Context: an optimization exercise on an open-source flow, tuned for small area. The choices shown serve that exercise and are no tape-out recipe.
The RTL was checked by simulation tests, not by an equivalence proof against the original design.
Power figures rest on the tool's default switching activity, not on a simulated workload.

===== run.sh =====
#!/bin/bash
# synth_recipe.tcl (not shown) runs the flow's synth.tcl, then flattens the netlist and writes it again
# the make line also repeats each setting of config.mk as NAME=value (left out here)
make -C /OpenROAD-flow-scripts/flow DESIGN_CONFIG=/design/flow/config.mk WORK_HOME=/design/flow/orfs CLKGATE_MAP_FILE= SYNTH_SCRIPT=/design/flow/synth_recipe.tcl finish

===== config.mk =====
export PLATFORM = sky130hd
export DESIGN_NAME = core
export DESIGN_NICKNAME = core
export VERILOG_FILES = /design/flow/design.v
export SDC_FILE = /design/flow/constraint.sdc
export NUM_CORES = 4
export LEC_CHECK = 0
export CAP_MARGIN = 20
export CORE_MARGIN = 2
export CORE_UTILIZATION = 50
export CTS_BUF_LIST = sky130_fd_sc_hd__clkbuf_16
export CTS_CLUSTER_DIAMETER = 80
export CTS_CLUSTER_SIZE = 20
export PLACE_DENSITY = 0.6
export SLEW_MARGIN = 20

===== constraint.sdc =====
create_clock -name core_clock -period 25.0 [get_ports {clk}]
set_input_delay 5.0000 -clock core_clock [delete_from_list [all_inputs] [get_ports {clk}]]
set_output_delay 5.0000 -clock core_clock [all_outputs]
set_load 0.01 [all_outputs]

===== design.v =====
module mux2Data(
	input select,
	input [31:0] a,b,
	output [31:0] y);
	wire [31:0] a_internal, b_internal;
	assign y = (select) ? b : a;
endmodule
module mux2RegD(
	input select,
	input[4:0] a,b,
	output [4:0] y);
	assign y = (select) ? b : a;
endmodule
module mux2Logic(
	input select,
	input[3:0] a,b,
	output [3:0] y);
	assign y = (select) ? b : a;
endmodule
module mux4Logic(
	input [1:0] select,
	input [3:0] a,b,c,d,
	output [3:0] y);
	assign y = select[1] ? (select[0] ? d : c) : (select[0] ? b : a);
endmodule
module mux4Data(
	input [1:0] select,
	input [31:0] a,b,c,d,
	output [31:0] y);
	assign y = select[1] ? (select[0] ? d : c) : (select[0] ? b : a);
endmodule
module flipflop (
    input clk, reset, writeEn,
    input [31:0] regIn,
    output reg [31:0] regOut);
    always @ (posedge clk) begin
        if (reset == 1) regOut <= 0;
        else if (writeEn) regOut <= regIn;
    end
endmodule  
module ALU(
    input [31:0] regA,regB,
    input [3:0] aluoperation,
    output reg [31:0] regD,
    output zero,lt,gt,
    output is_comp);
    wire sub = aluoperation == 4'b0110 || aluoperation == 4'b0111;
    wire [32:0] sum = {1'b0, regA} + {1'b0, regB ^ {32{sub}}} + {32'b0, sub};
    assign lt = !sum[32];
    assign gt = 1'b0;
    assign is_comp = aluoperation == 4'b1000;
    always @(*) begin
        case (aluoperation)
            4'b0000 : regD = regA | regB;  
            4'b0001 : regD = regA & regB;  
            4'b0100 : regD = regA ^ regB;  
            4'b0111 : regD = {31'b0, lt};  
            default : regD = sum[31:0];    
        endcase
    end
    assign zero = regD == 32'd0;
endmodule
module alu_control (
    input [5:0] alu_function,
    input [1:0] alu_op,
    output reg [3:0] alu_control
    );
    always @(*) begin
        alu_control = 4'b0010;  
        if (alu_op == 2'b10) begin
            case (alu_function)
                6'b000000: alu_control = 4'b0000;  
                6'b000001: alu_control = 4'b0001;  
                6'b000010: alu_control = 4'b0010;  
                6'b000100: alu_control = 4'b0100;  
                6'b000110: alu_control = 4'b0110;  
                6'b000111: alu_control = 4'b0111;  
                6'b001000: alu_control = 4'b1000;  
                default: alu_control = 4'b0010;  
            endcase
        end
    end
endmodule  
module forwarding_unit(
    input RegW_en_mem, RegW_en_wb,
    input [4:0] mem_regD, wb_regD,
    input [4:0] reg_s, reg_t,
    output reg [1:0] selMuxRegA, selMuxRegB
);
always @(*) begin
        selMuxRegB = 2'b00;
        selMuxRegA = 2'b00;
        if (RegW_en_mem == 1 && mem_regD != 0) begin
            if ( mem_regD == reg_s ) begin
                selMuxRegA = 2'b10;
                selMuxRegB = 2'b00;
            end
            if ( mem_regD == reg_t ) begin
                selMuxRegB = 2'b10;
                selMuxRegA = 2'b00;
            end
        end
        else if (RegW_en_wb == 1 && wb_regD != 0) begin
            if (!(RegW_en_mem == 1 && mem_regD != 0)  && (mem_regD == reg_s )) begin
                if ( wb_regD == reg_s ) begin
                    selMuxRegA = 2'b01;
                    selMuxRegB = 2'b00;
                end
            end 
            if (!(RegW_en_mem == 1 && mem_regD != 0)  && (mem_regD == reg_t )) begin
                if ( wb_regD == reg_t ) begin
                    selMuxRegB = 2'b01;
                    selMuxRegA = 2'b00;
                end
            end
        end
    end
endmodule
module RegFile (
    input [4:0] regA, regB, regD,
    input [31:0] data_to_w,
    input clk, reset, RegWriteEn,
    output [31:0] regA_data, regB_data);
    reg [31:0] regfile [1:31];
    reg [31:1] written;
    reg [31:0] reg0;
    integer i;
    always @(posedge clk) begin
        if (reset)
            written <= 31'b0;
        else if (RegWriteEn && regD != 5'd0)
            written[regD] <= 1'b1;
    end
    always @(posedge clk) begin
        if (RegWriteEn && regD != 5'd0)
            regfile[regD] <= data_to_w;
    end
    always @(posedge clk) begin
        reg0 <= (!reset && RegWriteEn && regD == 5'd0) ? data_to_w : 32'b0;
    end
    reg [31:0] rawA, rawB;
    always @(*) begin
        rawA = (regA == 5'd0) ? reg0 : 32'b0;
        rawB = (regB == 5'd0) ? reg0 : 32'b0;
        for (i = 1; i < 32; i = i + 1) begin
            rawA = rawA | ({32{regA == i}} & regfile[i]);
            rawB = rawB | ({32{regB == i}} & regfile[i]);
        end
    end
    wire wA = (regA == 5'd0) ? 1'b1 : written[regA];
    wire wB = (regB == 5'd0) ? 1'b1 : written[regB];
    assign regA_data = wA ? rawA : {23'b0, regA, 3'b0} + {25'b0, regA, 1'b0};
    assign regB_data = wB ? rawB : {23'b0, regB, 3'b0} + {25'b0, regB, 1'b0};
endmodule
module control (
    input clk,reset,
    input [31:0] instruction,
    input block_pipe_data_cache,
    input block_pipe_instr_cache,
    output reg ALU_REG_DEST,
    output reg is_branch,
    output reg MEM_R_EN, MEM_W_EN,
    output reg MEM_TO_REG,
    output reg WB_EN,
    output reg [1:0] ALU_OP,
    output [4:0] regA,
    output reg [4:0] regB, regD,
    output reg EN_REG_FETCH, EN_REG_DECODE, EN_REG_ALU, EN_REG_MEM,
    output reg is_immediate,
    output [31:0] inject_nop,
    output reg injecting_nop
    );
    wire [5:0] FUNCTION_INT;
    assign FUNCTION_INT = instruction [31:26];
    assign regA = instruction [25:21];
    reg [1:0] ALU_OP_internal;
    always @ ( * ) begin 
        WB_EN = 0;
        ALU_REG_DEST = 0;
        is_branch = 0;
        MEM_R_EN = 0;
        MEM_W_EN = 0;
        MEM_TO_REG = 0;
        ALU_OP = 2'b00;
        regD = 5'b00000;
        regB = 5'b00000;
        is_immediate = 0;
        EN_REG_FETCH = 1;
        EN_REG_DECODE = 1;
        EN_REG_ALU = 1;
        EN_REG_MEM = 1;
        injecting_nop = 1'b0;
        case({FUNCTION_INT})
            6'b000000: begin
                WB_EN = 1;
                ALU_REG_DEST = 1;
                is_branch = 0;
                MEM_R_EN = 0;
                MEM_W_EN = 0;
                MEM_TO_REG = 0;
                ALU_OP = 2'b10;
                regD = instruction[15:11];
                regB = instruction[20:16];
                is_immediate  = 0;
            end
            6'b000001: begin
                WB_EN = 0;
                ALU_REG_DEST = 1;
                is_branch = 0;
                MEM_R_EN = 0;
                MEM_W_EN = 0;
                MEM_TO_REG = 0;
                ALU_OP = 2'b10;
                regD = instruction[15:11];
                regB = instruction[20:16];
                is_immediate  = 0;
            end
            6'b000010: begin
                WB_EN = 1;
                ALU_REG_DEST = 1;
                is_branch = 0;
                MEM_R_EN = 0;
                MEM_W_EN = 0;
                MEM_TO_REG = 0;
                ALU_OP = 2'b11;
                regD = instruction[20:16];
                regB = 6'b000000;
                is_immediate  = 1;
            end
            6'b000011: begin
                WB_EN = 1;
                ALU_REG_DEST = 0;
                is_branch = 0;
                MEM_R_EN = 1;
                MEM_W_EN = 0;
                MEM_TO_REG = 1;
                ALU_OP = 2'b00;
                regD = instruction[20:16];
                regB = 6'b000000;
                is_immediate  = 1;
            end
            6'b000100: begin
                WB_EN = 1;
                ALU_REG_DEST = 0;
                is_branch = 0;
                MEM_R_EN = 1;
                MEM_W_EN = 0;
                MEM_TO_REG = 1;
                ALU_OP = 2'b00;
                regD = instruction[20:16];
                regB = 6'b000000;
                is_immediate  = 1;
            end
            6'b000101: begin
                WB_EN = 0;
                ALU_REG_DEST = 1;
                is_branch = 0;
                MEM_R_EN = 0;
                MEM_W_EN = 1;
                MEM_TO_REG = 0;
                ALU_OP = 2'b00;
                regB = instruction[20:16];
                regD = 6'b000000;
                is_immediate  = 1;
            end
            6'b000110: begin
                WB_EN = 0;
                ALU_REG_DEST = 1;
                is_branch = 0;
                MEM_R_EN = 0;
                MEM_W_EN = 1;
                MEM_TO_REG = 0;
                ALU_OP = 2'b00;
                regB = instruction[20:16];
                regD = 6'b000000;
                is_immediate  = 1;
            end
            6'b000111: begin
                WB_EN = 1;
                ALU_REG_DEST = 0;
                is_branch = 0;
                MEM_R_EN = 0;
                MEM_W_EN = 0;
                MEM_TO_REG = 0;
                ALU_OP = 2'b00;
                regD = instruction[20:16];
                regB = 6'b000000;
                is_immediate  = 0;
            end
            6'b001000: begin
                WB_EN = 1;
                ALU_REG_DEST = 0;
                is_branch = 0;
                MEM_R_EN = 0;
                MEM_W_EN = 0;
                MEM_TO_REG = 0;
                ALU_OP = 2'b00;
                regD = instruction[20:16];
                regB = 6'b000000;
                is_immediate  = 0;
            end
            6'b001001: begin
                WB_EN = 1;
                ALU_REG_DEST = 1;
                is_branch = 1;
                MEM_R_EN = 0;
                MEM_W_EN = 0;
                MEM_TO_REG = 0;
                ALU_OP = 2'b01;
                regD = 6'b000000;
                regB = instruction[20:16];
                is_immediate  = 1;
            end
            6'b001010: begin
                WB_EN = 0;
                ALU_REG_DEST = 1;
                is_branch = 1;
                MEM_R_EN = 0;
                MEM_W_EN = 0;
                MEM_TO_REG = 0;
                ALU_OP = 2'b01;
                regD = 6'b000000;
                regB = instruction[20:16];
                is_immediate  = 0;
            end
            6'b001011: begin
                WB_EN = 0;
                ALU_REG_DEST = 1;
                is_branch = 1;
                MEM_R_EN = 0;
                MEM_W_EN = 0;
                MEM_TO_REG = 0;
                ALU_OP = 2'b01;
                regD = 6'b000000;
                regB = instruction[20:16];
                is_immediate  = 0;
            end
            6'b001100: begin
                WB_EN = 1;
                ALU_REG_DEST = 1;
                is_branch = 0;
                MEM_R_EN = 0;
                MEM_W_EN = 0;
                MEM_TO_REG = 0;
                ALU_OP = 2'b10;
                is_immediate  = 0;
            end
            6'b001101: begin
                WB_EN = 1;
                ALU_REG_DEST = 1;
                is_branch = 0;
                MEM_R_EN = 0;
                MEM_W_EN =0;
                MEM_TO_REG =0;
                ALU_OP = 2'b10;
                is_immediate  = 0;
            end
            6'b001110: begin
                WB_EN = 1;
                ALU_REG_DEST = 1;
                is_branch = 0;
                MEM_R_EN = 0;
                MEM_W_EN =0;
                MEM_TO_REG =0;
                ALU_OP = 2'b10;
                is_immediate  = 0;
            end
            default: begin
                WB_EN = 0;
                ALU_REG_DEST = 0;
                is_branch = 0;
                MEM_R_EN = 0;
                MEM_W_EN =0;
                MEM_TO_REG =0;
                ALU_OP = 2'b10;
                is_immediate  = 0;
            end
        endcase
        if (block_pipe_instr_cache == 1'b1) begin
            EN_REG_FETCH = 0;
            EN_REG_DECODE = 1;
            EN_REG_ALU = 1;
            EN_REG_MEM = 1;
            injecting_nop = 1'b1;
             WB_EN =0; 
        end
        else begin
            EN_REG_FETCH = 1;
            injecting_nop = 1'b0;
        end
        if (block_pipe_data_cache  == 1'b1) begin
            EN_REG_FETCH = 0;
            EN_REG_DECODE = 0;
            EN_REG_ALU = 0;
            EN_REG_MEM = 0;
            WB_EN =0; 
        end
        else if (block_pipe_data_cache  == 1'b0 && block_pipe_instr_cache == 1'b0) begin
            EN_REG_FETCH = 1;
            EN_REG_DECODE = 1;
            EN_REG_ALU = 1;
            EN_REG_MEM = 1;     
        end
    end 
    assign inject_nop = 32'b0;
endmodule  
module store_buffer (    
    input clk, reset,flush, 
    input mem_read,
    input mem_write, 
    input [31:0] address, 
    input [31:0] writedata,
    input cache_ready_to_catch,
    output reg [31:0] data_read,
    output reg hit_storeBuffer,
    output [63:0] data_to_cache,
    output reg sending_data_to_cache,
    output reg storeBuffer_full,
    output exists_address,
    input cache_hit);
    reg [31:0] sbAddr [0:3];
    reg [31:0] sbData [0:3];
    reg [1:0] head;
    reg [2:0] count;
    assign exists_address = 1'b0;
    wire [2:0] cnt = flush ? 3'd0 : count;
    reg [3:0] vmask;
    reg [3:0] match;
    integer k;
    always @(*) begin
        for (k = 0; k < 4; k++) begin
            vmask[k] = ((k - head) & 3) < cnt;
            match[k] = vmask[k] && sbAddr[k] == address;
        end
    end
    wire any_match = |match;
    wire [31:0] match_data = ({32{match[0]}} & sbData[0]) | ({32{match[1]}} & sbData[1])
                           | ({32{match[2]}} & sbData[2]) | ({32{match[3]}} & sbData[3]);
    wire do_read = mem_read && !cache_ready_to_catch;
    wire do_write = mem_write && !cache_ready_to_catch;
    wire insert = do_write && !any_match && cache_hit && cnt != 3'd4;
    wire drain = cache_ready_to_catch && cnt != 3'd0;
    wire [1:0] tail = head + cnt[1:0];
    always @ (posedge clk) begin
        for (k = 0; k < 4; k++) begin
            if (!reset && do_write && (match[k] || (insert && tail == k)))
                sbData[k] <= writedata;
            if (!reset && insert && tail == k)
                sbAddr[k] <= address;
        end
    end
    always @ (posedge clk) begin
        if (reset == 1'b1) begin
            head <= 2'd0;
            count <= 3'd0;
            sending_data_to_cache <= 1'b0;
            hit_storeBuffer <= 1'b0;
            storeBuffer_full <= 1'b0;
            data_read <= 32'b0;
        end
        else begin
            if (do_read && any_match)
                data_read <= match_data;
            if (do_read || do_write)
                hit_storeBuffer <= any_match;
            else if (flush)
                hit_storeBuffer <= 1'b0;
            if (cache_ready_to_catch)
                sending_data_to_cache <= drain;
            else if (flush)
                sending_data_to_cache <= 1'b0;
            if (drain)
                head <= head + 2'd1;
            count <= cnt + (insert ? 3'd1 : 3'd0) - (drain ? 3'd1 : 3'd0);
            storeBuffer_full <= (cnt + (insert ? 3'd1 : 3'd0) - (drain ? 3'd1 : 3'd0)) == 3'd4;
        end
    end
    wire [1:0] last = head - 2'd1;
    assign data_to_cache = {sbAddr[last], sbData[last]};
endmodule
module data_cache (    
    input clk, reset,flush, 
    input mem_read,
    input mem_write, 
    input [31:0] address, 
    input [31:0] writedata, 
    output [31:0] readdata,
    input [127:0] data_from_mem,
    input read_ready_from_mem,
    input written_data_ack,
    output reqD_mem,
    output reqD_stop,
    output [25:0] reqAddrD_mem,
    output reqD_cache_write,
    output reg [127:0] data_to_mem,
    output [25:0] reqAddrD_write_mem,
    output reg reqD_q,
    output reg reqD_stop_q);
    reg [127:0] dataCache [0:3];
    reg [25:0] dataTag [0:3];
    reg [3:0] dataValid;
    reg [3:0] dataDirty;
    reg pending_req;
    reg reqD_cache_write_q;
    reg [1:0] reqAddrD_write_row_q;
    reg [25:0] reqAddrD_mem_q;
    wire cache_hit;
    wire [3:0] addr_byte = address[3:0];
    wire [1:0] row = address[5:4];
    wire [25:0] addr_tag = address[31:6];
    wire [31:0] data_read_store_buffer;
    wire [63:0] data_to_write_from_SB;
    wire hit_storeBuffer, storeBuffer_full, exists_address_in_SB;
    wire sending_data_to_cache;
    wire [3:0] addr_byte_SB = data_to_write_from_SB[35:32];
    wire [1:0] rowSB = data_to_write_from_SB[37:36];
    wire cache_ready_to_catch = (!mem_read & !mem_write) | reqD_stop;
    store_buffer store_buffer(
        .clk(clk),
        .reset(reset),
        .flush(flush),
        .mem_read(mem_read),
        .mem_write(mem_write),
        .address(address),
        .writedata(writedata),
        .cache_ready_to_catch(cache_ready_to_catch),
        .data_read(data_read_store_buffer),
        .hit_storeBuffer(hit_storeBuffer),
        .data_to_cache(data_to_write_from_SB),
        .sending_data_to_cache(sending_data_to_cache),
        .storeBuffer_full(storeBuffer_full),
        .exists_address(exists_address_in_SB),
        .cache_hit(cache_hit)
    );
    assign readdata = hit_storeBuffer ? data_read_store_buffer : readdata_intern;
    wire [3:0] rowbit = 4'b1 << row;
    wire [3:0] rowSBbit = 4'b1 << rowSB;
    wire sbw = !reset && sending_data_to_cache && reqD_stop_q && !flush;
    wire fs_new = storeBuffer_full || sending_data_to_cache;
    wire p0 = pending_req && !flush;
    wire [3:0] v0 = flush ? 4'b0 : dataValid;
    wire [3:0] d0 = flush ? 4'b0 : dataDirty;
    wire [3:0] d1 = sbw ? (d0 | rowSBbit) : d0;
    wire fill = !reset && p0 && !fs_new && read_ready_from_mem && !d1[row];
    wire p2 = p0 && !fill && !(written_data_ack && !fs_new);
    wire look_r = !reset && !p2 && !fs_new && mem_read;
    wire look_w = !reset && !p2 && !fs_new && !mem_read && mem_write;
    wire [127:0] line_row = dataCache[row];
    wire [25:0] tag_row = dataTag[row];
    wire hit = fill || (v0[row] && tag_row == addr_tag);
    wire miss = (look_r || look_w) && !hit;
    wire dirty_miss = miss && d1[row];
    wire [127:0] line_rd = fill ? data_from_mem : line_row;
    wire [159:0] line_ext = {32'b0, line_rd};
    reg [63:0] win;
    always @(*) begin
        case (addr_byte[3:2])
            2'd0: win = line_ext[63:0];
            2'd1: win = line_ext[95:32];
            2'd2: win = line_ext[127:64];
            default: win = line_ext[159:96];
        endcase
    end
    reg [30:0] word_rd;
    always @(*) begin
        case (addr_byte[1:0])
            2'd0: word_rd = win[30:0];
            2'd1: word_rd = win[38:8];
            2'd2: word_rd = win[46:16];
            default: word_rd = win[54:24];
        endcase
    end
    wire [31:0] readdata_intern = {1'b0, word_rd};
    wire [158:0] sb_shift = {128'b0, data_to_write_from_SB[30:0]} << (addr_byte_SB*8);
    reg [15:0] byte_en, bit7_en;
    integer b;
    always @(*) begin
        for (b = 0; b < 16; b++) begin
            byte_en[b] = (b >= addr_byte_SB) && (b <= addr_byte_SB + 3);
            bit7_en[b] = (b >= addr_byte_SB) && (b < addr_byte_SB + 3);
        end
    end
    wire [127:0] line_wr = fill ? data_from_mem : sb_shift[127:0];
    integer r, j;
    always @ (posedge clk) begin
        for (r = 0; r < 4; r++) begin
            for (j = 0; j < 128; j++) begin
                if (!reset && ((fill && rowbit[r]) || (sbw && rowSBbit[r] && (j % 8 == 7 ? bit7_en[j/8] : byte_en[j/8]))))
                    dataCache[r][j] <= line_wr[j];
            end
            if (!reset && fill && rowbit[r])
                dataTag[r] <= addr_tag;
        end
    end
    assign cache_hit = sbw || ((look_r || look_w) && hit);
    assign reqD_stop = !reset && fs_new;
    assign reqD_mem = reset ? 1'b0 : miss ? 1'b1 : (flush || fill) ? 1'b0 : reqD_q;
    assign reqAddrD_mem = reset ? 26'b0 : miss ? address[27:2] : reqAddrD_mem_q;
    assign reqD_cache_write = reset ? 1'b0 : dirty_miss ? 1'b1 :
                              (flush || (look_w && miss)) ? 1'b0 : reqD_cache_write_q;
    wire [1:0] reqAddrD_write_row = reset ? 2'b0 : (look_w && dirty_miss) ? row :
                                    flush ? 2'b0 : reqAddrD_write_row_q;
    assign reqAddrD_write_mem = {20'b0, reqAddrD_write_row, 4'b0000};
    always @ (posedge clk) begin
        if (dirty_miss)
            data_to_mem <= line_row;
        reqD_q <= reqD_mem;
        reqD_stop_q <= reqD_stop;
        reqAddrD_mem_q <= reqAddrD_mem;
        reqD_cache_write_q <= reqD_cache_write;
        reqAddrD_write_row_q <= reqAddrD_write_row;
        if (reset == 1'b1) begin
            pending_req <= 1'b0;
            dataDirty <= 4'b0;
            dataValid <= 4'b0;
        end
        else begin
            pending_req <= p2 || miss;
            dataValid <= fill ? (v0 | rowbit) : v0;
            if (dirty_miss)
                dataDirty <= d1 & ~rowbit;
            else if (look_w && hit)
                dataDirty <= d1 | rowbit;
            else
                dataDirty <= d1;
        end
    end
endmodule  
module instr_cache (    
    input clk, reset,flush, 
    input mem_read,
    input [31:0] address, 
    output [31:0] readdata,
    input [127:0] data_from_mem,
    input read_ready_from_mem,
    input written_data_ack,
    output reqI_mem,
    output reg reqI_q,
    output [25:0] reqAddrI_mem,
    output cache_hit);
    reg [123:0] dataCache [0:3];
    reg [25:0] dataTag [0:3];
    reg [3:0] dataValid;
    reg pending_req;
    reg [31:0] readdata_q;
    wire [1:0] addr_word = address[3:2];
    wire [1:0] row = address[5:4];
    wire [25:0] addr_tag = address[31:6];
    assign reqAddrI_mem = address[29:4];
    wire [123:0] line_in = {data_from_mem[126:96], data_from_mem[94:64],
                            data_from_mem[62:32], data_from_mem[30:0]};
    wire fill = !reset && !flush && pending_req && read_ready_from_mem;
    wire p1 = pending_req && !flush && !read_ready_from_mem && !written_data_ack;
    wire [3:0] v1 = flush ? 4'b0 : dataValid;
    wire look = !reset && !p1 && mem_read;
    wire [123:0] line = dataCache[row];
    wire [30:0] word = line[addr_word*31 +: 31];
    wire hit = look && v1[row] && dataTag[row] == addr_tag;
    wire miss = look && !hit;
    assign cache_hit = hit;
    assign readdata = reset ? 32'b0 : hit ? {1'b0, word} : flush ? 32'b0 : readdata_q;
    assign reqI_mem = reset ? 1'b0 : miss ? 1'b1 : (flush || fill) ? 1'b0 : reqI_q;
    always @ (posedge clk) begin
        if (fill) begin
            dataCache[row] <= line_in;
            dataTag[row] <= addr_tag;
        end
    end
    always @ (posedge clk) begin
        readdata_q <= readdata;
        reqI_q <= reqI_mem;
        if (reset == 1'b1) begin
            pending_req <= 1'b0;
            dataValid <= 4'b0;
        end
        else begin
            dataValid <= fill ? (v1 | (4'b1 << row)) : v1;
            pending_req <= miss || p1;
        end
    end
endmodule
module memory_controller (    
    input clk, reset, 
    input reqI_cache,
    input reqD_cache,
    input reqD_cache_write,
    input [25:0] reqAddrD_mem,
    input [25:0] reqAddrD_write_mem,
    input [25:0] reqAddrI_mem,
    input [127:0] data_from_cache,
    output reg [127:0] data_to_cache,
    output reg read_ready_for_icache,
    output reg read_ready_for_dcache,
    output reg written_data_ack,
    output [25:0] mem_addr,
    input [127:0] mem_rdata,
    output [25:0] mem_waddr,
    output [127:0] mem_wdata,
    output mem_we);
    reg [3:0] state;
    reg arbitror;
    reg [25:0] data_req_to_mem;
    reg [1:0] where_to_write;
    reg write_to_mem;
    assign mem_addr = data_req_to_mem;
    assign mem_waddr = {20'b0, where_to_write, 4'b0000};
    assign mem_wdata = data_from_cache;
    assign mem_we = write_to_mem;
    wire accept = (reqI_cache || reqD_cache) && state == 4'd0 && !read_ready_for_icache && !read_ready_for_dcache;
    wire issue = state == 4'd4;
    wire respond = state == 4'd8;
    wire do_write = issue && !arbitror && reqD_cache_write;
    always @ (posedge clk) begin
        if (reset == 1'b1) begin
            state <= 4'd0;
            arbitror <= 1'b0;
            data_req_to_mem <= 26'b0;
            write_to_mem <= 1'b0;
            written_data_ack <= 1'b0;
            read_ready_for_icache <= 1'b0;
            read_ready_for_dcache <= 1'b0;
        end
        else begin
            if (accept) begin
                state <= 4'd1;
                arbitror <= !reqD_cache;
            end
            else if (respond)
                state <= 4'd0;
            else if (state != 4'd0)
                state <= state + 4'd1;
            if (issue)
                data_req_to_mem <= arbitror ? reqAddrI_mem : reqAddrD_mem;
            write_to_mem <= do_write;
            written_data_ack <= do_write;
            read_ready_for_icache <= respond && arbitror;
            read_ready_for_dcache <= respond && !arbitror;
        end
    end
    always @ (posedge clk) begin
        if (!reset && do_write) begin
            where_to_write <= reqAddrD_write_mem[5:4];
        end
    end
    always @ (*) data_to_cache = mem_rdata;
endmodule  
module fetch_stage(
    input [31:0] PCbranch,
    input clk,reset,writePCEn,flush,
    input BRANCH, 
    input EN_REG,
    input mem_read_q,
    input [127:0] instr_from_mem,
    input read_ready_from_mem,
    input written_data_ack_from_mem,
    output reg [31:0] PCnext,
    output reg [31:0] instruction,
    output reqI_mem,
    output reqI_q,
    output [25:0] reqAddrI_mem);
    wire [31:0] PC_internal_plus_4, PC_internal_plus_4_int,PC_address_to_PC,instruction_internal;
    wire [31:0] PC_INTERNAL;
    wire cache_hit;
    int count_ready_next_inst;
    mux2Data muxSelectPC(
        .select(BRANCH),
        .a(PC_internal_plus_4),
        .b(PCbranch),
        .y(PC_address_to_PC)
    );
    assign PC_internal_plus_4 = PC_INTERNAL +4;
    instr_cache instr_cache(
        .clk(clk),
        .reset(reset),
        .flush(flush), 
        .mem_read(mem_read_q),
        .address(PC_INTERNAL), 
        .readdata(instruction_internal),
        .data_from_mem(instr_from_mem),
        .read_ready_from_mem(read_ready_from_mem),
        .written_data_ack(written_data_ack_from_mem),
        .reqI_mem(reqI_mem),
        .reqI_q(reqI_q),
        .reqAddrI_mem(reqAddrI_mem),
        .cache_hit(cache_hit)
    );
    reg [31:2] PC_q;
    always @ (posedge clk) begin
        if (reset == 1) PC_q <= 0;
        else if (EN_REG & !read_ready_from_mem & cache_hit) PC_q <= PC_address_to_PC[31:2];
    end
    assign PC_INTERNAL = {PC_q, 2'b00};
    assign instruction = instruction_internal;
    always @ (posedge clk) begin
        if (flush || reset) begin
            PCnext <= 0;
        end
        else if (EN_REG && !read_ready_from_mem) begin
            PCnext <= {PC_address_to_PC[31:2], 2'b00};
        end
    end
endmodule
module decode_stage(
    input clk,reset,flush,
    input [31:0] PCNEXT_init,
    input [31:0] instruction,
    input [4:0] registerD,
    input [31:0]registerD_data,
    input RegW_en,
    input EN_REG,
    input block_pipe_data_cache,
    input block_pipe_instr_cache,
    output reg [31:0] RegAdata,
    output reg [31:0] RegBdata,
    output reg [31:0] lower_half_instruction,
    output reg [31:0] PCNEXT,
    output reg WB_EN, MEM_R_EN, MEM_W_EN,
    output reg [4:0] regD_reg,
    output reg [4:0] regD_imme,
    output reg ALU_REG_DEST,
    output reg is_BRANCH,
    output reg [5:0] FUNCTION,
    output reg [4:0] regA, regB,
    output reg MEM_TO_REG,
    output reg [1:0] ALU_OP,
    output reg EN_REG_FETCH, EN_REG_DECODE, EN_REG_ALU, EN_REG_MEM,
    output reg is_immediate    );
    wire [31:0] instruction_internal,lower_half_instruction_internal;
    wire [31:0] PC_internal,PCnext_internal;
    wire [31:0] regAdata_internal,regBdata_internal;
    wire [4:0] regD_reg_internal, regD_imme_internal;
    wire ALU_REG_DEST_INT, IS_BRANCH_INT;
    wire MEM_R_EN_INT, MEM_W_EN_INT, MEM_TO_REG_INT, WB_EN_INT;
    wire [1:0] ALU_OP_INT;
    wire [5:0] FUNCTION_INT;
    wire [4:0] regA_int, regB_int, regD_init,regD_int;
    wire EN_REG_FETCH_INT, EN_REG_DECODE_INT, EN_REG_ALU_INT, EN_REG_MEM_INT;
    wire is_immediate_int;
    wire [31:0] inject_nop;
    wire injecting_nop;
    assign EN_REG_FETCH = EN_REG_FETCH_INT;
    assign EN_REG_DECODE = EN_REG_DECODE_INT;
    assign EN_REG_ALU = EN_REG_ALU_INT;
    assign EN_REG_MEM = EN_REG_MEM_INT;
    assign FUNCTION_INT = instruction [31:26];
    control control(
        .clk(clk),
        .reset(reset),
        .instruction(instruction),
        .ALU_REG_DEST(ALU_REG_DEST_INT),
        .is_branch(IS_BRANCH_INT),
        .MEM_R_EN(MEM_R_EN_INT),
        .MEM_W_EN(MEM_W_EN_INT),
        .MEM_TO_REG(MEM_TO_REG_INT),
        .WB_EN(WB_EN_INT),
        .regA(regA_int),
        .regB(regB_int),
        .regD(regD_int),
        .ALU_OP(ALU_OP_INT),
        .EN_REG_FETCH(EN_REG_FETCH_INT),
        .EN_REG_DECODE(EN_REG_DECODE_INT),
        .EN_REG_ALU(EN_REG_ALU_INT),
        .EN_REG_MEM(EN_REG_MEM_INT),
        .is_immediate(is_immediate_int),
        .block_pipe_instr_cache(block_pipe_instr_cache),
        .block_pipe_data_cache(block_pipe_data_cache),
        .inject_nop(inject_nop),
        .injecting_nop(injecting_nop)
    );
    RegFile registers(
        .clk(clk),
        .reset(reset),
        .regA(regA_int),
        .regB(regB_int),
        .regD(registerD),
        .data_to_w(registerD_data),
        .RegWriteEn(RegW_en),
        .regA_data(regAdata_internal),
        .regB_data(regBdata_internal)
    );
    mux2Data nop_injection(
        .a(instruction),
        .b(inject_nop),
        .y(instruction_internal),
        .select(injecting_nop)
    );
    assign lower_half_instruction_internal = { 16'b0, instruction_internal[15:0] };
    assign regD_reg_internal = instruction_internal[20:16];
    assign regD_imme_internal = instruction_internal[15:11];
    always @ (posedge clk) begin
        if (reset) begin
            RegAdata <= 0;
            RegBdata <= 0;
            lower_half_instruction  <= 0;
            PCNEXT <= 0;
            WB_EN <= 0;
            MEM_R_EN <= 0;
            MEM_W_EN <= 0;
            regD_reg  <= 0;
            regD_imme  <= 0;
            ALU_REG_DEST <= 0;
            is_BRANCH <= 0;
            MEM_R_EN <= 0;
            MEM_W_EN <= 0;
            MEM_TO_REG <= 0;
            WB_EN <= 0;
            FUNCTION <= 6'b000000;
            regA  <= 5'b00000;
            regB <= 5'b00000;
            ALU_OP <= 0;
            is_immediate <= 0;
        end
        else begin
            if (flush) begin
                RegAdata <= 0;
                RegBdata <= 0;
                lower_half_instruction  <= 0;
                PCNEXT <= 0;
                WB_EN <= 0;
                MEM_R_EN <= 0;
                MEM_W_EN <= 0;
                regD_reg  <= 0;
                regD_imme  <= 0;
                ALU_REG_DEST <= 0;
                is_BRANCH <= 0;
                MEM_R_EN <= 0;
                MEM_W_EN <= 0;
                MEM_TO_REG <= 0;
                WB_EN <= 0;
                FUNCTION <= 6'b000000;
                regA  <= 5'b00000;
                regB <= 5'b00000;
                ALU_OP <= 0;
                is_immediate <= 0;
            end
            else if (EN_REG) begin
                RegAdata <= regAdata_internal;
                RegBdata <= regBdata_internal;
                lower_half_instruction  <= lower_half_instruction_internal;
                PCNEXT<= PCNEXT_init;
                WB_EN <= WB_EN_INT;
                MEM_R_EN <= MEM_R_EN_INT;
                MEM_W_EN <= MEM_W_EN_INT;
                regD_reg <= regD_int;
                regD_imme <= regD_imme_internal;
                ALU_REG_DEST <= ALU_REG_DEST_INT;
                is_BRANCH <= IS_BRANCH_INT;
                MEM_R_EN <= MEM_R_EN_INT;
                MEM_TO_REG <= MEM_TO_REG_INT;
                FUNCTION <= FUNCTION_INT;
                regA  <= regA_int;
                regB <= regB_int;
                ALU_OP <= ALU_OP_INT;
                is_immediate <= is_immediate_int;
            end
        end
    end
endmodule
module alu_stage(
    input clk, reset, 
    input [4:0] mem_regD, wb_regD,
    input RegW_en_mem, RegW_en_wb,
    input [31:0] regAdata_init,regBdata_init,
    input [4:0] reg_s,reg_t,
    input [31:0] regFromWB, regFromMem,
    input [31:0] lower_half_instruction,
    input WB_EN_INIT, MEM_R_EN_INIT, MEM_W_EN_INIT,
    input [31:0] PCNEXT_init,
    input [1:0] ALU_OP,
    input REG_DEST,
    input [4:0] regD_reg,
    input [4:0] regD_imme,
    input is_BRANCH_init,
    input EN_REG,
    input MEM_TO_REG_INIT,
    input [5:0] FUNCTION,
    input is_immediate,
    output reg MEM_TO_REG,
    output reg [31:0] regDdata, regBdata,
    output reg zero,  
    output reg WB_EN, MEM_R_EN, MEM_W_EN,
    output reg [31:0] PCNEXT,
    output reg is_BRANCH,
    output reg [4:0] regD
    );
    wire [31:0] unused_data;
    wire [31:0] regDdata_internal;
    wire [31:0] regBdata_internal,regBdata_pre_internal;
    wire [31:0] regAdata_internal;
    wire [31:0] immediate;
    wire zero_internal;
    wire [4:0] regD_internal;
    wire [1:0] selMuxRegA, selMuxRegB;
    wire lt,gt;
    wire [3:0] alu_control_int;
    wire [31:0] PC_NEXT_INTERNAL;
    wire [5:0] FUNCTION_TO_ALU;
    assign immediate = lower_half_instruction;
    assign FUNCTION_TO_ALU = lower_half_instruction [5:0];
    assign PC_NEXT_INTERNAL = {PCNEXT_init[31:2] + lower_half_instruction[29:0], 2'b00};
    assign unused_data = 32'h0000;
    alu_control alu_controller(
        .alu_function(FUNCTION_TO_ALU),
        .alu_op(ALU_OP),
        .alu_control(alu_control_int)
    );
    forwarding_unit forward_logic(
        .RegW_en_mem(RegW_en_mem),
        .RegW_en_wb(RegW_en_wb),
        .mem_regD(mem_regD),
        .wb_regD(wb_regD),
        .reg_s(reg_s),
        .reg_t(reg_t),
        .selMuxRegA(selMuxRegA),
        .selMuxRegB(selMuxRegB)
    );
    mux2RegD muxRegD (
        .select(REG_DEST),
        .a(regD_imme),
        .b(regD_reg),
        .y(regD_internal)
    );
    mux4Data muxRegA (
        .select(selMuxRegA),
        .a(regAdata_init),
        .b(regFromWB),
        .c(regFromMem),
        .d(unused_data),
        .y(regAdata_internal)
    );
    mux2Data muxImmeRegB(
        .select(is_immediate),
        .a(regBdata_init),
        .b(immediate),
        .y(regBdata_pre_internal)
    );
    mux4Data muxRegB (
        .select(selMuxRegB),
        .a(regBdata_pre_internal),
        .b(regFromWB),
        .c(regFromMem),
        .d(unused_data),
        .y(regBdata_internal)
    );
    ALU alu(
        .regA(regAdata_internal),
        .regB(regBdata_internal),
        .aluoperation(alu_control_int),
        .regD(regDdata_internal),
        .zero(zero_internal),
        .lt(lt),
        .gt(gt)
    );
    always @ (posedge clk) begin
        if (reset) begin
            WB_EN <= 0;
            MEM_R_EN <= 0;
            MEM_W_EN <= 0;
            regDdata <= 0;
            zero <= 0;
            regBdata <= 0;
            PCNEXT <= 0;
            regD <= 0;
            is_BRANCH <= 0;
            MEM_TO_REG <= 0;
        end
        else if (EN_REG) begin
            WB_EN <= WB_EN_INIT;
            MEM_R_EN <= MEM_R_EN_INIT;
            MEM_W_EN <= MEM_W_EN_INIT;
            regDdata <= regDdata_internal;
            regBdata <= regBdata_internal;
            zero <= zero_internal;
            PCNEXT <= PC_NEXT_INTERNAL;
            regD <= regD_internal;
            is_BRANCH <= is_BRANCH_init;
            MEM_TO_REG <= MEM_TO_REG_INIT;
        end
    end
endmodule
module mem_stage(
    input clk, reset,zero, flush,
    input WB_EN_INIT, MEM_R_EN_INIT, MEM_W_EN_INIT,
    input [31:0] regBdata_write_data,regData_address,
    input [31:0] PCNEXT_INIT,
    input is_BRANCH,
    input EN_REG,
    input [4:0] regD_init,
    input MEM_TO_REG_INIT,
    output reg WB_EN,
    output reg MEM_TO_REG,
    output reg [31:0] read_data_mem,
    output reg [31:0] alu_result,
    output reg BRANCH,
    output reg [31:0] PCNEXT,
    output reg [4:0] regD,
    input [127:0] data_from_mem,
    input read_ready_from_mem,
    input written_data_ack_from_mem,
    output reqD_mem,
    output [25:0] reqAddrD_mem,
    output [127:0] data_to_mem,
    output reqD_cache_write,
    output [25:0] reqAddrD_write_mem,
    output reqD_stop,
    output reqD_q,
    output reqD_stop_q
);
    wire [31:0] read_data_mem_intern;
    assign BRANCH = is_BRANCH & zero;
    data_cache data_cache(
        .clk(clk), 
        .reset(reset),
        .flush(flush), 
        .mem_read(MEM_R_EN_INIT),
        .mem_write(MEM_W_EN_INIT), 
        .address(regData_address), 
        .writedata(regBdata_write_data), 
        .readdata(read_data_mem_intern),
        .data_from_mem ( data_from_mem),
        .read_ready_from_mem (read_ready_from_mem),
        .written_data_ack( written_data_ack_from_mem),
        .reqD_mem (reqD_mem),
        .reqD_stop(reqD_stop),
        .reqD_q(reqD_q),
        .reqD_stop_q(reqD_stop_q),
        .reqAddrD_mem ( reqAddrD_mem),
        .reqD_cache_write ( reqD_cache_write),
        .data_to_mem ( data_to_mem),
        .reqAddrD_write_mem(reqAddrD_write_mem)
    );
    always @ (posedge clk) begin
        if (reset) begin
            WB_EN <= 0;
            MEM_TO_REG <= 0;
            read_data_mem <= 0;
            alu_result <= 0;
            PCNEXT <= 32'b00000000000000000000000000000000;
            regD <= 0;
        end
        else if (EN_REG) begin
            WB_EN <= WB_EN_INIT;
            MEM_TO_REG <= MEM_R_EN_INIT;
            alu_result <= regData_address;
            read_data_mem <= read_data_mem_intern;
            PCNEXT <= PCNEXT_INIT;
            regD <= regD_init;
        end
    end
endmodule
module writeB_stage(
    input clk, reset, 
    input RegW_en_init,
    input [31:0] alu_result, memReadVal,
    input [4:0] RegD_init,
    input MemToReg,
    output [31:0] WriteData,
    output [4:0] RegD,
    output RegW_en);
    wire [31:0] WriteData_internal;
    mux2Data dataFromtoW(
        .select(MemToReg),
        .a(alu_result),
        .b(memReadVal),
        .y(WriteData_internal)
    );
    assign RegD = RegD_init;
    assign WriteData = WriteData_internal;
    assign RegW_en = RegW_en_init;
endmodule 
module core(
    input clk, reset, flush,
    output [25:0] mem_addr,
    input [127:0] mem_rdata,
    output [25:0] mem_waddr,
    output [127:0] mem_wdata,
    output mem_we
);
    wire [31:0] instruction_to_decode;
    wire [31:0] PCnext_to_decode;
    wire [31:0] RegAdata_to_alu, RegBdata_to_alu;
    wire [31:0] lower_half_instruction_to_alu;
    wire WB_EN_TO_ALU, MEM_R_EN_TO_ALU, MEM_W_EN_TO_ALU, ALU_REG_DEST_TO_ALU;
    wire [31:0] PC_TO_ALU;
    wire [4:0] regD_reg_ALU, regD_imme_ALU;
    wire is_BRANCH_TO_ALU;
    wire [1:0] ALU_OP_TO_ALU;
    wire [5:0] FUNCTION_TO_ALU;
    wire [4:0] reg_s, reg_t;
    wire MEM_TO_REG_TO_ALU;
    wire [31:0] regDdata_to_mem, regBdata_to_mem;
    wire zero_to_mem;
    wire WB_EN_TO_MEM, MEM_R_EN_TO_MEM, MEM_W_EN_TO_MEM;
    wire [31:0] PC_TO_MEM;
    wire is_BRANCH_TO_MEM;
    wire MEM_TO_REG_TO_MEM;
    wire WB_EN_TO_WB;
    wire MEM_TO_REG_TO_WB;
    wire [31:0] alu_result_to_wb;
    wire [31:0] read_data_mem_to_wb;
    wire [31:0] write_data_to_reg;
    wire [4:0] destination_reg;
    wire RegW_en_to_decode;
    wire BRANCH_TO_FETCH;
    wire [31:0] PCNEXT_TO_FETCH;
    wire [4:0] regD_to_wb;
    wire [4:0] regD_to_mem;
    wire is_immediate;
    wire EN_REG_FETCH, EN_REG_DECODE, EN_REG_ALU, EN_REG_MEM;
    wire reqI_cache, read_ready_for_icache, write,written_data_ack;
    wire [127:0] data_to_cache,data_to_mem;
    wire [25:0] reqAddrI_mem;
    wire reqD_cache, reqD_stop,reqD_cache_write;
    wire read_ready_for_dcache;
    wire [25:0] reqAddrD_mem,reqAddrD_write_mem;
    wire block_pipe_data_cache, block_pipe_instr_cache;
    wire reqI_q, reqD_q, reqD_stop_q;
    wire EN_FETCH_Q = !(reqI_q | reqD_q | reqD_stop_q);
    assign block_pipe_data_cache = reqD_cache | reqD_stop;
    assign block_pipe_instr_cache = reqI_cache;
    fetch_stage fetch_state(
        .PCbranch(PCNEXT_TO_FETCH),
        .clk(clk),
        .reset(reset),
        .flush(flush),
        .writePCEn(EN_REG_FETCH),
        .BRANCH(BRANCH_TO_FETCH),
        .PCnext(PCnext_to_decode),
        .instruction(instruction_to_decode),
        .EN_REG ( EN_REG_FETCH),
        .mem_read_q(EN_FETCH_Q),
        .reqI_q(reqI_q),
        .read_ready_from_mem(read_ready_for_icache),
        .written_data_ack_from_mem(written_data_ack),
        .reqI_mem(reqI_cache),
        .reqAddrI_mem(reqAddrI_mem),
        .instr_from_mem(data_to_cache)
    );
    decode_stage decode_state(
        .clk(clk),
        .reset(reset),
        .flush(flush),
        .PCNEXT_init(PCnext_to_decode),
        .instruction(instruction_to_decode),
        .registerD(destination_reg),
        .registerD_data(write_data_to_reg),
        .RegW_en ( RegW_en_to_decode),
        .EN_REG ( EN_REG_DECODE),
        .RegAdata(RegAdata_to_alu),
        .RegBdata(RegBdata_to_alu),
        .lower_half_instruction(lower_half_instruction_to_alu),
        .PCNEXT(PC_TO_ALU),
        .WB_EN(WB_EN_TO_ALU), 
        .MEM_R_EN(MEM_R_EN_TO_ALU), 
        .MEM_W_EN(MEM_W_EN_TO_ALU),
        .regD_reg(regD_reg_ALU),
        .regD_imme(regD_imme_ALU),
        .ALU_OP(ALU_OP_TO_ALU),
        .ALU_REG_DEST(ALU_REG_DEST_TO_ALU),
        .is_BRANCH(is_BRANCH_TO_ALU),
        .FUNCTION(FUNCTION_TO_ALU),
        .regA(reg_s),
        .regB(reg_t),
        .MEM_TO_REG(MEM_TO_REG_TO_ALU),
        .EN_REG_FETCH(EN_REG_FETCH),
        .EN_REG_DECODE(EN_REG_DECODE),
        .EN_REG_ALU(EN_REG_ALU),
        .EN_REG_MEM(EN_REG_MEM),
        .is_immediate(is_immediate),
        .block_pipe_data_cache(block_pipe_data_cache),
        .block_pipe_instr_cache(block_pipe_instr_cache)
    );
    alu_stage alu_state(
        .clk(clk),
        .reset(reset),
        .mem_regD(regD_to_mem),
        .wb_regD(regD_to_wb),
        .RegW_en_mem(WB_EN_TO_MEM),
        .RegW_en_wb(RegW_en_to_decode),
        .regAdata_init(RegAdata_to_alu),
        .regBdata_init(RegBdata_to_alu),
        .reg_s(reg_s),
        .reg_t(reg_t),
        .regFromWB(write_data_to_reg),
        .regFromMem(alu_result_to_wb),
        .lower_half_instruction(lower_half_instruction_to_alu),
        .FUNCTION(FUNCTION_TO_ALU),
        .WB_EN_INIT(WB_EN_TO_ALU), 
        .MEM_R_EN_INIT(MEM_R_EN_TO_ALU),
        .MEM_W_EN_INIT(MEM_W_EN_TO_ALU),
        .MEM_TO_REG_INIT( MEM_TO_REG_TO_ALU),
        .is_immediate(is_immediate),
        .PCNEXT_init(PC_TO_ALU),
        .ALU_OP(ALU_OP_TO_ALU),
        .REG_DEST(ALU_REG_DEST_TO_ALU),
        .regD_reg(regD_reg_ALU),
        .regD_imme(regD_imme_ALU),
        .is_BRANCH_init(is_BRANCH_TO_ALU),
        .EN_REG ( EN_REG_ALU),
        .regDdata(regDdata_to_mem),
        .regBdata(regBdata_to_mem),
        .zero(zero_to_mem),
        .WB_EN(WB_EN_TO_MEM), 
        .MEM_R_EN(MEM_R_EN_TO_MEM),
        .MEM_W_EN(MEM_W_EN_TO_MEM),
        .MEM_TO_REG( MEM_TO_REG_TO_MEM),
        .PCNEXT(PC_TO_MEM),
        .regD ( regD_to_mem),
        .is_BRANCH(is_BRANCH_TO_MEM)
    );
    mem_stage mem_state(
        .clk(clk),
        .reset(reset),
        .flush(flush),
        .WB_EN_INIT(WB_EN_TO_MEM), 
        .MEM_R_EN_INIT(MEM_R_EN_TO_MEM),
        .MEM_W_EN_INIT(MEM_W_EN_TO_MEM),
        .regBdata_write_data(regBdata_to_mem),
        .regData_address(regDdata_to_mem),
        .PCNEXT_INIT(PC_TO_MEM),
        .zero(zero_to_mem),
        .is_BRANCH(is_BRANCH_TO_MEM),
        .WB_EN(WB_EN_TO_WB),
        .MEM_TO_REG_INIT( MEM_TO_REG_TO_MEM),
        .MEM_TO_REG( MEM_TO_REG_TO_WB),
        .read_data_mem( read_data_mem_to_wb),
        .alu_result (alu_result_to_wb),
        .regD_init (regD_to_mem),
        .regD (regD_to_wb),
        .BRANCH (BRANCH_TO_FETCH),
        .PCNEXT (PCNEXT_TO_FETCH),
        .EN_REG (EN_REG_MEM),
        .data_from_mem(data_to_cache),
        .read_ready_from_mem(read_ready_for_dcache),
        .written_data_ack_from_mem(written_data_ack),
        .reqD_mem(reqD_cache),
        .reqAddrD_mem(reqAddrD_mem),
        .data_to_mem(data_to_mem),
        .reqD_cache_write(reqD_cache_write),
        .reqAddrD_write_mem(reqAddrD_write_mem),
        .reqD_stop(reqD_stop),
        .reqD_q(reqD_q),
        .reqD_stop_q(reqD_stop_q)
    );
    writeB_stage writeB_state(
        .clk(clk),
        .reset(reset),
        .RegW_en_init(WB_EN_TO_WB),
        .alu_result(alu_result_to_wb),
        .memReadVal(read_data_mem_to_wb),
        .RegD_init(regD_to_wb),
        .MemToReg( MEM_TO_REG_TO_WB),
        .WriteData(write_data_to_reg),
        .RegD(destination_reg),
        .RegW_en(RegW_en_to_decode)
    );
    memory_controller memory_controller(
        .clk(clk), 
        .reset(reset), 
        .reqI_cache (reqI_cache),
        .reqD_cache (reqD_cache),
        .reqD_cache_write ( reqD_cache_write),
        .reqAddrD_mem ( reqAddrD_mem),
        .reqAddrI_mem ( reqAddrI_mem),
        .data_from_cache ( data_to_mem),
        .data_to_cache (data_to_cache),
        .read_ready_for_icache (read_ready_for_icache),
        .read_ready_for_dcache(read_ready_for_dcache),
        .written_data_ack (written_data_ack),
        .reqAddrD_write_mem(reqAddrD_write_mem),
        .mem_addr(mem_addr),
        .mem_rdata(mem_rdata),
        .mem_waddr(mem_waddr),
        .mem_wdata(mem_wdata),
        .mem_we(mem_we)
    );
endmodule

==> flow_metrics.py, run 1 <==
metrics = {
    "status": {
        "result_of_the_run": "complete, no violations",
    },
    "placement": {
        "detailedPlacementHpwl_um": 357000,
        "io_buffers": 287,
        "routabilityCongestion": 0.985,
        "pre_cts_slack_ps": 12150,
        "placed_cells": 14100,
        "place_area_um2": 148000,
    },
    "synthesis": {
        "synth-compound-area-share_pct": 13.2,
        "synth_simple_gate_area_share_pct": 8.15,
        "postSynthCellCount": 10500,
        "synth_enable_flop_cells": 2594,
        "synth_area_um2": 140000,
        "yosys_top_cell_area_share_pct": 55.7,
        "yosys_register_bits": 3209,
        "synth.top_cells.by_area": "edfxtp_1 (56%), dfxtp_1 (8.8%), mux4_2 (6.0%), a22oi_1 (3.6%), nand2_1 (2.8%)",
        "synth-async-reset-ratio_pct": 0,
        "yosysTopAreaCell": "edfxtp_1",
        "yosys.cell_types.count": 93,
        "yosys-mux-area-fraction_pct": 7.91,
        "post_synthesis_share_of_cell_area_spent_on_full_adders_half_adders_and_majority_gates_pct": 1.51,
        "average_instance_area_after_synthesis_um2": 13.3,
        "synth_top_family_by_area": "compound AO/OA/AOI/OAI gates",
        "ys.flop_type": "edfxtp_1",
        "yosys_warnings": 23,
        "synth_xor_xnor_area_share_pct": 2.00,
        "ys_seq_area_share_pct": 64.5,
    },
    "cells_and_area": {
        "layout.cells.most_common": "edfxtp_1",
        "num-fill-cells": 22700,
        "final_net_count": 10800,
        "final-seq-area_um2": 90200,
        "commonest_non_fill_non_tap_cells_in_the_layout": "edfxtp_1 (2594), nand2_1 (1041), a22oi_1 (663)",
        "largest_reg_flops": 992,
        "area.growth.synth_to_final_pct": 9.93,
        "multi_input_comb_area_um2": 46700,
        "post-route-cell-area_um2": 154000,
        "largestRegisters": "decode_state.registers.regfile x992, mem_state.data_cache.dataCache x512, fetch_state.instr_cache.dataCache x496",
        "layout-drive-gt1-share_pct": 11.2,
        "instances_no_fill": 14400,
        "registers.top_by_ff_count": "decode_state.registers.regfile",
    },
    "routing": {
        "drt-initial-drc-count": 18600,
        "drtPass1Iterations": 10,
        "route.detailed.wl_per_inst_um": 39.3,
        "drc": 0,
        "routed_wl_um": 566000,
        "ant_nets": 0,
        "num_vias": 102000,
        "mean_number_of_vias_per_cell": 7.10,
    },
    "global_route": {
        "maximum_number_of_pins_on_one_net_before_global_route_repair": 140,
        "first_global_vias": 96300,
        "grt_first_pass_wirelength_um": 773000,
        "antenna_found_initial": 34,
        "groute.usage.overall_pct": 38.8,
        "grt.overflow.total": 0,
    },
    "sta": {
        "finalSetupViolCount": 0,
        "worst_slew_margin_rel_pct": 13.0,
        "unrepaired_setup_endpoints_after_global_routing": "false",
        "fin_crit_ps": 12240,
        "fin_crit_sh_pct": 49.0,
        "maxClockFrequency_mhz": 81.7,
        "max_slew.worst_pin.slew_ps": 1300,
        "setup_total_negative_slack_ps": 0,
        "fin_ws_ps": 12760,
        "timing.final.hold_violations": 0,
        "timing.final.max_slew_violations": 0,
        "final.setup_skew_ps": 71.8,
    },
    "floorplan": {
        "core_area_um2": 279000,
        "fp.dieH_um": 533,
        "ios": 312,
        "floorplan.rows": 194,
        "die_area_um2": 284000,
        "initial_core_util_pct": 50.1,
        "chipWidth_um": 533,
    },
    "power": {
        "power_switching_mw": 3.55,
        "power_density_nw_per_um2": 75.4,
        "peakVddDrop_mv": 0.0583,
        "intPower_mw": 8.04,
        "power.sequential.fraction_pct": 52.7,
        "total_power_mw": 11.6,
        "p_leak_nw": 50.4,
        "netSwitchingFraction_pct": 30.6,
        "power_frac_clock_pct": 29.1,
        "power_frac_comb_pct": 18.2,
    },
    "cts": {
        "htree_levels": 4,
        "numCtsBuffers": 195,
        "tritoncts_clock_tree": "done",
        "clock_latency_of_the_later_clocked_register_in_the_worst_skew_pair_ps": 970,
        "cts-hold-fix-buffers": 0,
        "clockBufferDepth": 4,
        "clk_pin_slew_ps": 90,
        "cts.sink_count": 3209,
        "post_cts_buffers": 0,
        "clock-root-buffer": "clkbuf_16",
        "post_cts.resized_instances": 0,
    },
    "critical_path": {
        "setup.worst_path.class": "input pin to flop",
        "nature_of_the_critical_path_startpoint": "input pin",
        "timing.critical_path.to_type": "flop",
        "crit_required_ps": 25850,
        "reg2reg_setup_slack_ps": 15970,
        "arrival_ps": 13090,
        "critical_path_peak_fanout": 37,
    },
    "worst_hold_path": {
        "min_path_type": "flop to flop",
    },
    "run": {
        "maxCapViolations": 0,
    },
}
## worst paths after layout
path                                       from                                    end  cells past startpoint
max reg2reg                                flop  decode_state.RegBdata[6]$_SDFFE_PP0N_                     19
min          decode_state.MEM_R_EN$_SDFFE_PP0N_        alu_state.MEM_R_EN$_SDFFE_PP0N_                      2
max                                       flush  decode_state.RegBdata[6]$_SDFFE_PP0N_                     21
min reg2reg  decode_state.MEM_R_EN$_SDFFE_PP0N_        alu_state.MEM_R_EN$_SDFFE_PP0N_                      2
## critical path: stages
cell and delay [ps]:
clkdlybuf4s50_1 460, buf_4 240, nor4b_1 100, nor3_1 380, o211ai_1 130, or4_1 490
or4b_1 520, or4_2 1060, mux2_2 460, inv_1 120, nand2_1 240, inv_1 210
ha_1 600, clkinv_1 680, nor3_2 810, buf_4 750, a22oi_1 220, nand3_1 130
or3_1 130, o21ai_2 60, a211oi_2 200
## cell type report
cell class | instances | share of cell area [%]
tap | 3724 | 3.03
inverter | 174 | 0.428
sequential | 3209 | 58.7
multi-input combinational | 6322 | 30.4
clock buffer | 203 | 3.30
timing repair buffer | 635 | 3.59
antenna | 23 | 0.0374
clock inverter | 126 | 0.501
## synthesized netlist by cell type, types with 112 or more instances
| cell type | n |
|---|---|
| nand4_1 | 157 |
| a221oi_1 | 205 |
| ha_1 | 161 |
| nand2_1 | 1043 |
| edfxtp_1 | 2594 |
| xnor2_1 | 158 |
| o21ai_0 | 398 |
| mux4_2 | 371 |
| nor3_1 | 112 |
| clkbuf_1 | 622 |
| a21oi_1 | 546 |
| xor2_1 | 156 |
| inv_1 | 168 |
| dfxtp_1 | 615 |
| mux2i_1 | 224 |
| nor2_1 | 628 |
| a22o_1 | 242 |
| nand3_1 | 224 |
| a22oi_1 | 663 |
## power by group through the flow
stage                     clock network, mW  logic, mW  registers, mW
after floorplan                           0       1.15           6.14
after global placement                    0       1.97           6.22
after detailed placement                  0       2.00           6.23
after CTS                              3.39       2.01           6.10
after global routing                   3.57       2.18           6.11
final                                  3.37       2.11           6.10
## routing by layer
| metal | vias up | routed length [µm] | GRT usage [%] |
|---|---|---|---|
| li1 | 40800 | - | - |
| met1 | 51500 | 217000 | 53.9 |
| met2 | 8168 | 237000 | 55.3 |
| met3 | 1743 | 79500 | 13.0 |
| met4 | 24 | 32100 | 17.4 |
| met5 | - | 226 | 0.186 |
## stage by stage
| stage | util, % | hold WS [ps] |
|---|---|---|
| finish | 55.1 | 436 |
| global route | 55.1 | 445 |
| CTS | 55.1 | 434 |
| detailed placement | 53.0 | 440 |
| global placement | 53.0 | 427 |
| floorplan | - | 414 |
## cells by family (layout without fill, tap and decap cells)
logic type	Yosys count	after routing
other cells	1	47
simple gates	2521	2521
xor+xnor	317	317
fa+ha+maj	166	166
flops	3209	3209
mux	633	633
buf+inv	970	1138
compound gates	2661	2661
==> inputs of run 2 (changes only) <==
==> flow/run.sh (new file) <==
#!/bin/bash
# The standard layout (the standard.sh, unchanged synthesis and steps),
# with two choices of how cells are picked:
#  - port buffers use the smallest buffer cell instead of a delay cell;
#  - clock tree synthesis inserts no dummy loads, with larger sink clusters
#    and 16x clock buffers.
# Every tool's output goes to the ORFS logs under orfs/logs; the make output
# as a whole is kept in flow_run.log.
set -o pipefail
export BUFFER_PORTS_ARGS="-buffer_cell sky130_fd_sc_hd__buf_1"
export CTS_ARGS="-sink_clustering_enable -repair_clock_nets -dont_use_dummy_load -buf_list sky130_fd_sc_hd__clkbuf_16 -sink_clustering_size 20 -sink_clustering_max_diameter 80"
bash standard.sh 2>&1 | tee flow_run.log
==> standard.sh (new file) <==
#!/bin/bash
# synth_recipe.tcl (not shown) runs the flow's synth.tcl, then flattens the netlist and writes it again
# the make line also repeats each setting of config.mk as NAME=value (left out here)
make -C /OpenROAD-flow-scripts/flow DESIGN_CONFIG=/design/flow/config.mk WORK_HOME=/design/flow/orfs CLKGATE_MAP_FILE= SYNTH_SCRIPT=/design/flow/synth_recipe.tcl "${@:-finish}"
removed: run.sh
==> run 2 against run 1 <==
  * Critical endpoint unchanged
  * Highest routed layer unchanged
  * Cell count decreased by 1.1%
  * Hold slack got worse by 8.9 ps
  * First-iteration DRC count decreased by 0.24%
  * Final area decreased by 1.8%
  * Count of clock-buffer cells in the layout decreased by 7
  * Largest power group unchanged
  * Critical path type unchanged
==> flow_metrics.py, run 2 <==
metrics = {
    "synthesis": {
        "ys.flop_type": "edfxtp_1",
        "synth_area_um2": 140000,
        "yosys-mux-area-fraction_pct": 7.91,
        "ys_seq_area_share_pct": 64.5,
        "yosys_register_bits": 3209,
        "synth_xor_xnor_area_share_pct": 2.00,
        "netlist_top_cells_count": "edfxtp_1 (2594), nand2_1 (1043), a22oi_1 (663)",
        "yosys.cell_types.count": 93,
        "synth-compound-area-share_pct": 13.2,
        "yosys_top_cell_area_share_pct": 55.7,
        "synth_top_family_by_area": "compound AO/OA/AOI/OAI gates",
        "yosysTopAreaCell": "edfxtp_1",
        "synth_simple_gate_area_share_pct": 8.15,
        "synth-async-reset-ratio_pct": 0,
        "synth_enable_flop_cells": 2594,
        "post_synthesis_share_of_cell_area_spent_on_full_adders_half_adders_and_majority_gates_pct": 1.51,
        "average_instance_area_after_synthesis_um2": 13.3,
        "synth.top_cells.by_area": "edfxtp_1 (56%), dfxtp_1 (8.8%), mux4_2 (6.0%), a22oi_1 (3.6%), nand2_1 (2.8%)",
        "yosys_warnings": 23,
        "synth_most_common_cell": "edfxtp_1",
        "postSynthCellCount": 10500,
    },
    "critical_path": {
        "critical_path.n_buffers_inverters": 7,
        "timing.critical_path.depth": 23,
        "nature_of_the_critical_path_startpoint": "input pin",
        "cp_cell_sequence": "buf_1 -> buf_4 -> nor4b_1 -> nor3_1 -> o211ai_1 -> or4_1 -> or4b_1 -> or4_2 -> buf_4 -> mux2_2 -> inv_1 -> nand2_1 -> inv_1 -> ha_1 -> clkinv_1 -> nor3_2 -> buf_4 -> a22o_1 -> a221oi_1 -> nand3_1 -> or3_1 -> o21ai_2 -> a211oi_2",
        "critPathMaxStageDelay_ps": 1180,
        "timing.critical_path.to_type": "flop",
        "critical_path_peak_fanout": 37,
        "crit_required_ps": 25870,
        "r2r_cells": 21,
        "worst_setup_path_endpoint": "decode_state.RegBdata[6]$_SDFFE_PP0N_",
        "arrival_ps": 13160,
        "reg2reg_to": "decode_state.RegBdata[6]$_SDFFE_PP0N_",
        "worst_path_dominant_cell_family": "simple AND/OR/NAND/NOR gates",
        "reg2reg_setup_slack_ps": 15270,
        "cpMostUsedCell": "buf_4",
        "cp_slowest_cell": "nor3_2",
        "cp-startpoint": "flush",
        "setup.worst_path.class": "input pin to flop",
    },
    "cts": {
        "clock_latency_of_the_later_clocked_register_in_the_worst_skew_pair_ps": 950,
        "clock-root-buffer": "clkbuf_16",
        "cts.sink_count": 3209,
        "cts-hold-fix-buffers": 0,
        "clockBufferDepth": 4,
        "clk_pin_slew_ps": 80,
        "htree_levels": 4,
        "numCtsBuffers": 196,
        "post_cts_buffers": 0,
        "post_cts.resized_instances": 0,
        "tritoncts_clock_tree": "done",
    },
    "worst_hold_path": {
        "min_path_type": "flop to flop",
        "hold-path-cell-count": 2,
    },
    "cells_and_area": {
        "largestRegisters": "decode_state.registers.regfile x992, mem_state.data_cache.dataCache x512, fetch_state.instr_cache.dataCache x496",
        "registers.top_by_ff_count": "decode_state.registers.regfile",
        "largest_reg_flops": 992,
        "area.growth.synth_to_final_pct": 7.90,
        "num-fill-cells": 23000,
        "layout.cells.most_common": "edfxtp_1",
        "commonest_non_fill_non_tap_cells_in_the_layout": "edfxtp_1 (2594), nand2_1 (1040), a22oi_1 (663)",
        "layout-drive-gt1-share_pct": 10.8,
        "final_net_count": 10800,
    },
    "routing": {
        "routed_wl_um": 554000,
        "mean_number_of_vias_per_cell": 7.17,
        "drtPass1Iterations": 12,
        "route.detailed.wl_per_inst_um": 38.9,
        "drt-initial-drc-count": 18500,
        "drc": 0,
        "num_vias": 102000,
        "ant_nets": 0,
    },
    "sta": {
        "final.setup_skew_ps": 74.5,
        "unrepaired_setup_endpoints_after_global_routing": "false",
        "fin_crit_ps": 12290,
        "timing.final.max_slew_violations": 0,
        "maxClockFrequency_mhz": 81.4,
        "fin_ws_ps": 12710,
        "worst_slew_margin_rel_pct": 16.9,
        "fin_crit_sh_pct": 49.2,
        "max_slew.worst_pin.slew_ps": 1210,
        "finalSetupViolCount": 0,
        "setup_total_negative_slack_ps": 0,
        "post_route_worst_hold_slack_ps": 427,
        "timing.final.hold_violations": 0,
    },
    "floorplan": {
        "floorplan.rows": 194,
        "initial_core_util_pct": 50.1,
        "ios": 312,
        "die_area_um2": 284000,
        "core_area_um2": 279000,
        "chipWidth_um": 533,
        "fp.dieH_um": 533,
    },
    "global_route": {
        "maximum_number_of_pins_on_one_net_before_global_route_repair": 140,
        "grt_first_pass_wirelength_um": 757000,
        "grt.overflow.total": 0,
        "groute.usage.overall_pct": 37.9,
        "antenna_found_initial": 24,
        "first_global_vias": 95000,
    },
    "power": {
        "power_density_nw_per_um2": 74.9,
        "total_power_mw": 11.3,
        "peakVddDrop_mv": 0.0588,
        "p_leak_nw": 48.8,
    },
    "placement": {
        "io_buffers": 287,
        "pre_cts_slack_ps": 12230,
        "routabilityCongestion": 0.983,
        "detailedPlacementHpwl_um": 345000,
    },
    "run": {
        "maxCapViolations": 0,
    },
    "status": {
        "result_of_the_run": "complete, no violations",
    },
}
==> run 2: cell counts after synthesis <==
Identical to the previous run, type by type.
==> run 2: through the flow <==
stage,utilization (%),area [µm²],std cells
2_1_floorplan,-,140000,10500
3_5_place_dp,52.3,146000,14000
6_report,54.1,151000,14300
5_1_grt,54.1,151000,14200
4_1_cts,54.1,151000,14200
3_3_place_gp,52.3,146000,14000
==> run 2: kinds of logic after synthesis <==
kind of cell             count (synthesis)
other                                    1
multiplexers                           633
flip-flops                            3209
adder cells (fa/ha/maj)                166
AND/OR/NAND/NOR                       2521
XOR/XNOR                               317
buffers and inverters                  970
AO/OA/AOI/OAI                         2661
==> run 2: how the worst min path moves through the flow <==
stage	slack, ps	end	startpoint
final	430	alu_state.MEM_W_EN$_SDFFE_PP0N_	decode_state.MEM_W_EN$_SDFFE_PP0N_
after global routing	440	alu_state.MEM_W_EN$_SDFFE_PP0N_	decode_state.MEM_W_EN$_SDFFE_PP0N_
after floorplan	410	mem_state.read_data_mem[7]$_SDFFE_PP0N_	mem_state.read_data_mem[7]$_SDFFE_PP0N_
after detailed placement	440	mem_state.data_cache.dataValid[1]$_SDFF_PP0_	mem_state.data_cache.dataValid[1]$_SDFF_PP0_
after CTS	420	alu_state.MEM_W_EN$_SDFFE_PP0N_	decode_state.MEM_W_EN$_SDFFE_PP0N_
after global placement	430	mem_state.data_cache.dataValid[2]$_SDFF_PP0_	mem_state.data_cache.dataValid[2]$_SDFF_PP0_
==> run 2: power by group <==
part / total (mW) / internal, mW / switching [mW] / leakage [nW]
combinational: 2.09 / 0.537 / 1.55 / 17.6
sequential: 6.09 / 5.98 / 0.113 / 28.7
clock: 3.12 / 1.39 / 1.73 / 2.42
==> run 2: area by class of cell <==
cell class,count,area (µm²),share of cell area [%]
timing repair buffer,615,3620,2.40
multi-input combinational,6322,46800,31.0
antenna,19,47.5,0.0315
inverter,174,658,0.436
sequential,3209,90200,59.8
clock buffer,196,4900,3.25
tap,3724,4660,3.09
==> run 2: worst min-delay path: cells and delay by family, from the launching register on <==
kind             cells  cell delay (ps)
flip-flops           1              310
AND/OR/NAND/NOR      1               60
AO/OA/AOI/OAI        1               50
==> run 2: routing by layer <==
| layer | vias up | part of all wire [%] | GRT usage (%) |
|---|---|---|---|
| met1 | 51200 | 38 | 52.9 |
| li1 | 40700 | - | - |
| met3 | 1928 | 15 | 13.1 |
| met2 | 8451 | 41 | 53.1 |
| met5 | - | 0.029 | 0 |
| met4 | 18 | 5.9 | 17.3 |

[port drivers added, routing unchanged]
How much do the figures lean on ideal ports? The routed layouts below were timed once more, with nothing changed but the port constraints.
Step 1 sets driving cells, clkbuf_16 on the clock port and buf_2 on the other inputs (assumed; they add their load-dependent delay and slew).
Step 2 times the ports against the registers' clock, not the clock port: input delays grow and output delays shrink by t, the midpoint of the rising clock arrivals with the driver on.
Three values: ideal ports, drivers, drivers and shift; two values: the first two.
run	t (ns)	setup WS [ns]	hold WS [ns]	worst register clock-pin slew, ns	cell pins on the clock port's net
run 1	1.051	12.760 / 12.855 / 11.803	0.436 / 0.436 / 0.436	0.09 / 0.09	1
run 2	1.012	12.710 / 12.782 / 11.770	0.427 / 0.427 / 0.427	0.10 / 0.10	1
After both steps every run listed still meets setup and hold. For run 1, which loses most, drivers alone change the setup slack by +0.095 ns; drivers and shift together by -0.957 ns.
